Source: an optimization exercise on an open RTL-to-GDS flow (aim: small area and a short achievable clock period). Production flows keep margins and buffers that such runs may drop. Where RTL was checked, it was by simulation tests only, not by an equivalence proof against the original. No driver is modelled on the clock port, so clock power and skew are understated where the tree is cut down; a real chip needs a root buffer or a tree. Power and IR drop assume default switching activity.

==> module accumulator_sum, before the edit <==
module accumulator_sum (
    input  logic        clk,
    input  logic        rst,
    input  logic        start,
    input  logic        clear,
    input  logic [3:0]  data_in_a,
    input  logic [3:0]  data_in_b,
    output logic [3:0]  data_out,
    output logic        data_out_valid,
    output logic        result_complete,
    output logic        ready,
    output logic        response
);
    logic        s_q;          
    logic        r_q;          
    logic [3:0]  c_q;          
    logic        ready_q, valid_q, complete_q, resp_q;
    logic [31:0] acc_q;        
    logic [3:0]  hi_q;         
    logic [1:0]  cy_q;         
    logic        zq;           
    logic [3:0]  p_q, g_q;
    wire idle    = !s_q && !r_q;
    wire sum_go  = idle && start && !clear;
    wire rd_go   = idle && start && clear;
    wire s_last  = s_q && (c_q == 4'd7);
    wire r_last  = r_q && (c_q == 4'd15);
    wire fold_last = idle && !ready_q;
    wire fold    = s_q || fold_last;
    wire en      = fold || r_q;
    wire cy_mid  = (s_q && c_q != 4'd1) || fold_last;
    wire [3:0] lo  = zq ? 4'd0 : acc_q[3:0];
    wire [3:0] fs  = lo ^ p_q;
    wire [4:0] fc  = {(g_q | (p_q & lo)), 1'b0};
    wire [5:0] nib = {2'b00, fs} + {1'b0, fc} + {4'b0000, (cy_mid ? cy_q : 2'b00)};
    always_ff @(posedge clk) begin
        if (r_q)
            p_q <= (c_q == 4'd14) ? hi_q : lo;
        else
            p_q <= data_in_a ^ data_in_b;
        g_q <= data_in_a & data_in_b;
    end
    always_ff @(posedge clk) begin
        c_q <= sum_go ? 4'd1 : rd_go ? 4'd6 : c_q + 4'd1;
    end
    always_ff @(posedge clk) begin
        if (rst) begin
            s_q        <= 1'b0;
            r_q        <= 1'b0;
            ready_q    <= 1'b1;
            valid_q    <= 1'b0;
            complete_q <= 1'b0;
            resp_q     <= 1'b0;
        end else begin
            ready_q    <= idle || r_last;
            valid_q    <= r_q && !r_last;
            complete_q <= r_last;
            resp_q     <= (s_q && c_q == 4'd6) || (r_q && c_q == 4'd13);
            s_q        <= sum_go || (s_q && !s_last);
            r_q        <= rd_go || (r_q && !r_last);
        end
    end
    always_ff @(posedge clk) begin
        if (en)
            acc_q <= {nib[3:0], acc_q[31:4]};
    end
    always_ff @(posedge clk) begin
        if (rst) begin
            cy_q <= 2'b00;
            hi_q <= 4'd0;
            zq   <= 1'b1;
        end else begin
            cy_q <= fold ? nib[5:4] : 2'b00;
            if (r_last)
                hi_q <= 4'd0;
            else
                hi_q <= hi_q + {2'b00, (cy_mid ? 2'b00 : cy_q)};
            if (r_last)
                zq <= 1'b1;
            else if (fold_last)
                zq <= 1'b0;
        end
    end
    assign data_out        = p_q;
    assign data_out_valid  = valid_q;
    assign result_complete = complete_q;
    assign ready           = ready_q;
    assign response        = resp_q;
endmodule
Settings: LEC_CHECK=0, CAP_MARGIN=20, CORE_MARGIN=2, CORE_UTILIZATION=40, SLEW_MARGIN=20; clock period 10.0 ns.
standard.sh (not shown) runs the stock make flow with config.mk's settings and CLKGATE_MAP_FILE= SYNTH_SCRIPT=/design/flow/synth_recipe.tcl, a recipe that flattens the netlist after the stock synthesis.
==> flow/flow/run.sh <==
#!/bin/bash
# Standard ORFS layout with a few settings changed:
#  - abc maps with an area script (flow/abc_area.script; ORFS's scripts are copied so that
#    only this one file differs), and no full/half-adder cells,
#  - small port buffers (buf_1 instead of the slow clkdlybuf4s50_1),
#  - repair_timing aims for extra setup margin (the clock is much slower than the logic),
#  - after CTS, one level of clock buffers drives all flip-flops (flow/cts_post.tcl).
set -euo pipefail
rm -rf orfs_scripts
cp -r "$FLOW_HOME/scripts" orfs_scripts
cp flow/abc_area.script orfs_scripts/abc_area.script
bash standard.sh \
  SCRIPTS_DIR=$PWD/orfs_scripts \
  ADDER_MAP_FILE= ABC_AREA=1 \
  "BUFFER_PORTS_ARGS=-buffer_cell sky130_fd_sc_hd__buf_1" \
  SETUP_SLACK_MARGIN=7.3 \
  "CTS_ARGS=-repair_clock_nets -dont_use_dummy_load" \
  POST_CTS_TCL=$PWD/flow/cts_post.tcl FLOW_CLKBUF=sky130_fd_sc_hd__clkbuf_8 FLOW_CLKGROUPS=4 \
  finish > standard_run.log 2>&1
Other scripts of this flow, unchanged in this note and not shown: flow/flow/abc_area.script, flow/flow/cts_post.tcl
==> next run, changes <==
--- a/flow/design.v
+++ b/flow/design.v
@@ -13,37 +13,35 @@
 );
     logic        s_q;          
     logic        r_q;          
     logic [3:0]  c_q;          
     logic        ready_q, valid_q, complete_q, resp_q;
+    logic [3:0]  dout_q;       
     logic [31:0] acc_q;        
     logic [3:0]  hi_q;         
     logic [1:0]  cy_q;         
     logic        zq;           
-    logic [3:0]  p_q, g_q;
+    logic [3:0]  p_q, g_q;     
     wire idle    = !s_q && !r_q;
     wire sum_go  = idle && start && !clear;
     wire rd_go   = idle && start && clear;
     wire s_last  = s_q && (c_q == 4'd7);
-    wire r_last  = r_q && (c_q == 4'd15);
+    wire r_last  = r_q && (c_q == 4'd10);
     wire fold_last = idle && !ready_q;
     wire fold    = s_q || fold_last;
     wire en      = fold || r_q;
     wire cy_mid  = (s_q && c_q != 4'd1) || fold_last;
     wire [3:0] lo  = zq ? 4'd0 : acc_q[3:0];
     wire [3:0] fs  = lo ^ p_q;
     wire [4:0] fc  = {(g_q | (p_q & lo)), 1'b0};
     wire [5:0] nib = {2'b00, fs} + {1'b0, fc} + {4'b0000, (cy_mid ? cy_q : 2'b00)};
     always_ff @(posedge clk) begin
-        if (r_q)
-            p_q <= (c_q == 4'd14) ? hi_q : lo;
-        else
-            p_q <= data_in_a ^ data_in_b;
+        p_q <= data_in_a ^ data_in_b;
         g_q <= data_in_a & data_in_b;
     end
     always_ff @(posedge clk) begin
-        c_q <= sum_go ? 4'd1 : rd_go ? 4'd6 : c_q + 4'd1;
+        c_q <= (sum_go || rd_go) ? 4'd1 : c_q + 4'd1;
     end
     always_ff @(posedge clk) begin
         if (rst) begin
             s_q        <= 1'b0;
             r_q        <= 1'b0;
@@ -51,13 +49,13 @@
             valid_q    <= 1'b0;
             complete_q <= 1'b0;
             resp_q     <= 1'b0;
         end else begin
             ready_q    <= idle || r_last;
-            valid_q    <= r_q && !r_last;
+            valid_q    <= r_q && (c_q <= 4'd9);
             complete_q <= r_last;
-            resp_q     <= (s_q && c_q == 4'd6) || (r_q && c_q == 4'd13);
+            resp_q     <= (s_q && c_q == 4'd6) || (r_q && c_q == 4'd8);
             s_q        <= sum_go || (s_q && !s_last);
             r_q        <= rd_go || (r_q && !r_last);
         end
     end
     always_ff @(posedge clk) begin
@@ -79,11 +77,14 @@
                 zq <= 1'b1;
             else if (fold_last)
                 zq <= 1'b0;
         end
     end
-    assign data_out        = p_q;
+    always_ff @(posedge clk) begin
+        dout_q <= (r_q && c_q == 4'd9) ? hi_q : lo;
+    end
+    assign data_out        = dout_q;
     assign data_out_valid  = valid_q;
     assign result_complete = complete_q;
     assign ready           = ready_q;
     assign response        = resp_q;
 endmodule
Global-route usage fell by 0.97 points.
Routed wire length fell by 13%.
Worst setup slack gets better by 40 ps.
Design area fell by 1.2%.
Combinational power fell by 26%.
Clock skew fell by 7.5 ps.
Via count fell by 2.0%.
Flip-flop and latch count rose by 4.
Sequential share of layout area rose by 3.8 points.
Cell count rose by 0.34%.
Power fell by 2.3%.
Core utilization fell by 1.2 points.
No functional check of the RTL was part of the first run of this note. No run of this note takes its clock network from TritonCTS; it comes from the design's own scripts or RTL.

-- port drivers added, routing unchanged --
How much do the figures lean on ideal ports? The routed layouts below were timed once more, with nothing changed but the port constraints. Step 1 sets driving cells, clkbuf_16 on the clock port and buf_2 on the other inputs (assumed; they add their load-dependent delay and slew). Step 2 moves the port delays by t, midway between the first and last clock arrival at a register: inputs arrive t later, outputs are due t later. That takes back most of the time a late clock gives input paths. Three values: ideal, step 1, step 2; two values: the first two.
run	shift t [ns]	slack for setup (ns)	clock arrival spread, ns
the first run	0.198	7.334 / 7.301 / 7.167	0.011 / 0.011
the second run	0.202	7.374 / 7.334 / 7.204	0.004 / 0.004
After both steps setup and hold are still met in every run listed. The setup slack of the second run, which loses most, moves by -0.040 ns with the drivers and by -0.170 ns with both steps.
